Background: an optimization exercise with open tools, aiming at small area. Do not read the settings as production practice. Function was checked by simulation only, so behaviour that the tests miss may differ from the original. Power and IR drop assume default switching activity.

==> flow/design.v <==
module top
  (
    input               pclk,
    input               presetn,
    input   [31:0]      paddr,
    input   [31:0]      pwdata,
    input               psel,
    input               pwrite,
    input               penable,
    output  [31:0]      prdata
  );
  localparam [31:0] RV1 = 32'h5A5A_5555;
  localparam [31:0] RV2 = 32'h1234_9876;
  localparam [31:0] RV3 = 32'hA5A5_0000;
  localparam [31:0] RV4 = 32'h0000_FFFF;
  reg [3:0]  cntrl;
  reg [31:0] reg1, reg2, reg3, reg4;
  reg        rst1, rst2, rst3, rst4;
  reg [4:0]  sel;
  wire base_ok = ~|paddr[31:5] & ~|paddr[1:0];
  wire [4:0] hit;
  assign hit[0] = base_ok & (paddr[4:2] == 3'd0);
  assign hit[1] = base_ok & (paddr[4:2] == 3'd1);
  assign hit[2] = base_ok & (paddr[4:2] == 3'd2);
  assign hit[3] = base_ok & (paddr[4:2] == 3'd3);
  assign hit[4] = base_ok & (paddr[4:2] == 3'd4);
  wire wr = psel & penable & pwrite;
  always @(posedge pclk) begin
    sel <= hit;
    if (!presetn)
      cntrl <= 4'h0;
    else if (wr & hit[0])
      cntrl <= pwdata[3:0];
    if (wr & hit[1]) reg1 <= pwdata;
    if (wr & hit[2]) reg2 <= pwdata;
    if (wr & hit[3]) reg3 <= pwdata;
    if (wr & hit[4]) reg4 <= pwdata;
    if (!presetn) begin
      rst1 <= 1'b1; rst2 <= 1'b1; rst3 <= 1'b1; rst4 <= 1'b1;
    end else begin
      if (wr & hit[1]) rst1 <= 1'b0;
      if (wr & hit[2]) rst2 <= 1'b0;
      if (wr & hit[3]) rst3 <= 1'b0;
      if (wr & hit[4]) rst4 <= 1'b0;
    end
  end
  wire [31:0] v1 = rst1 ? RV1 : reg1;
  wire [31:0] v2 = rst2 ? RV2 : reg2;
  wire [31:0] v3 = rst3 ? RV3 : reg3;
  wire [31:0] v4 = rst4 ? RV4 : reg4;
  assign prdata = ({32{sel[0]}} & {28'h0, cntrl})
                | ({32{sel[1]}} & v1)
                | ({32{sel[2]}} & v2)
                | ({32{sel[3]}} & v3)
                | ({32{sel[4]}} & v4);
endmodule
clock: 5.0 ns
lec_check: 0
abc_area: 1
cap_margin: 20
core_margin: 2
core_utilization: 40
slew_margin: 20
run.sh (not shown) runs the stock make flow with config.mk's settings and CLKGATE_MAP_FILE= SYNTH_SCRIPT=/design/flow/synth_recipe.tcl, a recipe that flattens the netlist after the stock synthesis.
The starting point passed the timing, design-rule and antenna checks.
Rerun with:
==> flow/flow/run.sh (new file) <==
#!/bin/bash
# Standard ORFS layout with three changes: ABC maps for area with flow/area.abc
# (registers untouched), ports are buffered with the smallest buffer, and CTS
# inserts no dummy loads and uses small buffers.
set -euo pipefail
export AREA_ABC_SCRIPT="$PWD/flow/area.abc"
export BUFFER_PORTS_ARGS="-buffer_cell sky130_fd_sc_hd__buf_1"
export CTS_ARGS="-sink_clustering_enable -repair_clock_nets -dont_use_dummy_load -buf_list sky130_fd_sc_hd__clkbuf_4"
bash standard.sh "SYNTH_SCRIPT=$PWD/flow/synth.tcl" "BUFFER_PORTS_ARGS=$BUFFER_PORTS_ARGS" "CTS_ARGS=$CTS_ARGS" finish > standard_flow.log 2>&1
==> flow/flow/area.abc (new file) <==
strash
&get -n
&dch
&nf -R 1000
&put
mfs2
strash
&get -n
&dch
&nf -R 1000
&put
==> flow/flow/synth.tcl (new file) <==
proc synth {args} { yosys synth -nofsm -noshare {*}$args }
# Same as synth_recipe.tcl, except that ABC maps with flow/area.abc.
proc abc {args} {
  set i [lsearch -exact $args -script]
  if { $i >= 0 } {
    set args [lreplace $args [expr {$i + 1}] [expr {$i + 1}] $::env(AREA_ABC_SCRIPT)]
  }
  yosys abc {*}$args
}
source $::env(SCRIPTS_DIR)/synth.tcl
# left out here: clear keep_hierarchy, flatten, clean up, hide names made inside functions, write 1_2_yosys.v
==> flow/standard.sh (new file) <==
#!/bin/bash
# synth_recipe.tcl (not shown) runs the flow's synth.tcl, then flattens the netlist and writes it again
# the make line also repeats each setting of config.mk as NAME=value (left out here)
make -C /OpenROAD-flow-scripts/flow DESIGN_CONFIG=/design/flow/config.mk WORK_HOME=/design/flow/orfs CLKGATE_MAP_FILE= SYNTH_SCRIPT=/design/flow/synth_recipe.tcl "${@:-finish}"
removed: flow/run.sh
=> Total power went down by a quarter to a third; synthesized cell count went down by a quarter to a third; clock-buffer cell count went down by 2; sequential share of layout area went up by 12 points; global-route usage stays flat; hold slack gains 0.038 ns; setup slack gains 0.096 ns; area after synthesis went down by a few percent; via count went down by roughly a tenth.
Rerun with:
--- a/flow/flow/run.sh
+++ b/flow/flow/run.sh
@@ -8 +8 @@
-export CTS_ARGS="-sink_clustering_enable -repair_clock_nets -dont_use_dummy_load -buf_list sky130_fd_sc_hd__clkbuf_4"
+export CTS_ARGS="-sink_clustering_enable -repair_clock_nets -dont_use_dummy_load -buf_list sky130_fd_sc_hd__clkbuf_8 -sink_clustering_size 40 -sink_clustering_max_diameter 300"
What happened: Via count rose slightly; power went up by roughly a tenth; setup slack got worse by 0.024 ns; area after synthesis does not change; final cell count does not change; core utilization rose by 0.85 points; maximum frequency decreases slightly.

---

RTL: the design.v shown in full above, as it stands there.
==> flow/config.mk <==
export PLATFORM = sky130hd
export DESIGN_NAME = top
export DESIGN_NICKNAME = top
export VERILOG_FILES = /design/flow/design.v
export SDC_FILE = /design/flow/constraint.sdc
export NUM_CORES = 4
export LEC_CHECK = 0
export ABC_AREA = 1
export CAP_MARGIN = 20
export CORE_MARGIN = 2
export CORE_UTILIZATION = 70
export SLEW_MARGIN = 20
==> flow/constraint.sdc <==
create_clock -name core_clock -period 5.0 [get_ports {pclk}]
set_input_delay 1.0000 -clock core_clock [delete_from_list [all_inputs] [get_ports {pclk}]]
set_output_delay 1.0000 -clock core_clock [all_outputs]
set_load 0.01 [all_outputs]
standard.sh (not shown) runs the stock make flow with config.mk's settings and CLKGATE_MAP_FILE= SYNTH_SCRIPT=/design/flow/synth_recipe.tcl, a recipe that flattens the netlist after the stock synthesis.
==> flow/flow/run.sh <==
#!/bin/bash
# Standard ORFS layout with three changes: ABC maps for area with flow/area.abc
# (registers untouched), ports are buffered with the smallest buffer, and CTS
# inserts no dummy loads and uses small buffers.
set -euo pipefail
export AREA_ABC_SCRIPT="$PWD/flow/area.abc"
export BUFFER_PORTS_ARGS="-buffer_cell sky130_fd_sc_hd__buf_1"
export CTS_ARGS="-sink_clustering_enable -repair_clock_nets -dont_use_dummy_load -buf_list sky130_fd_sc_hd__clkbuf_4"
bash standard.sh "SYNTH_SCRIPT=$PWD/flow/synth.tcl" "BUFFER_PORTS_ARGS=$BUFFER_PORTS_ARGS" "CTS_ARGS=$CTS_ARGS" finish > standard_flow.log 2>&1
==> flow/flow/area.abc <==
strash
&get -n
&dch
&nf -R 1000
&put
mfs2
strash
&get -n
&dch
&nf -R 1000
&put
==> flow/flow/synth.tcl <==
proc synth {args} { yosys synth -nofsm -noshare {*}$args }
# Same as synth_recipe.tcl, except that ABC maps with flow/area.abc.
proc abc {args} {
  set i [lsearch -exact $args -script]
  if { $i >= 0 } {
    set args [lreplace $args [expr {$i + 1}] [expr {$i + 1}] $::env(AREA_ABC_SCRIPT)]
  }
  yosys abc {*}$args
}
source $::env(SCRIPTS_DIR)/synth.tcl
# left out here: clear keep_hierarchy, flatten, clean up, hide names made inside functions, write 1_2_yosys.v
The baseline went through all stages and came out clean.
Rerun with:
==> flow/flow/run.sh (replaced) <==
#!/bin/bash
# Standard ORFS layout, with two changes: ports are buffered with the
# smallest buffer, and CTS inserts no dummy loads and uses small buffers.
set -euo pipefail
export BUFFER_PORTS_ARGS="-buffer_cell sky130_fd_sc_hd__buf_1"
export CTS_ARGS="-sink_clustering_enable -repair_clock_nets -dont_use_dummy_load -buf_list sky130_fd_sc_hd__clkbuf_4"
bash standard.sh "BUFFER_PORTS_ARGS=$BUFFER_PORTS_ARGS" "CTS_ARGS=$CTS_ARGS" finish > standard_flow.log 2>&1
- CORE_UTILIZATION: 70 -> 40
removed: flow/flow/area.abc
removed: flow/flow/synth.tcl
The changed run completed with no timing, DRC or antenna violations. Power climbs by 0.81%. Setup slack gains 0.032 ns. Hold slack loses 0.030 ns. Clock-buffer cell count is unchanged. Final cell count increases by 30%. Synthesized cell count rose by 31%.

[re-timing with driven ports]
How much do the figures lean on ideal ports? The routed layouts below were timed once more, with nothing changed but the port constraints.
Step 1, drivers: a clkbuf_16 drives pclk and a buf_2 each remaining input, both assumed.
Step 2 also shifts input and output timing later by t, the mid clock arrival at the registers, as if the neighbouring blocks saw the same clock.
Slacks: ideal / step 1 / step 2; pairs: ideal / step 1.
run	t (ns)	setup WS [ns]	worst data-port slew with drivers (ns)
the first run of note 1	0.443	1.246 / 1.206 / 1.484	0.05
the second run of note 1	0.524	1.342 / 1.312 / 1.460	0.06
the third run of note 1	0.451	1.319 / 1.287 / 1.464	0.06
the first run of note 2	0.522	1.375 / 1.345 / 1.364	0.05
the second run of note 2	0.520	1.406 / 1.376 / 1.897	0.05
After both steps every run listed still meets setup and hold. For the first run of note 2, which loses most, drivers alone change the setup slack by -0.030 ns; drivers and shift together by -0.011 ns.
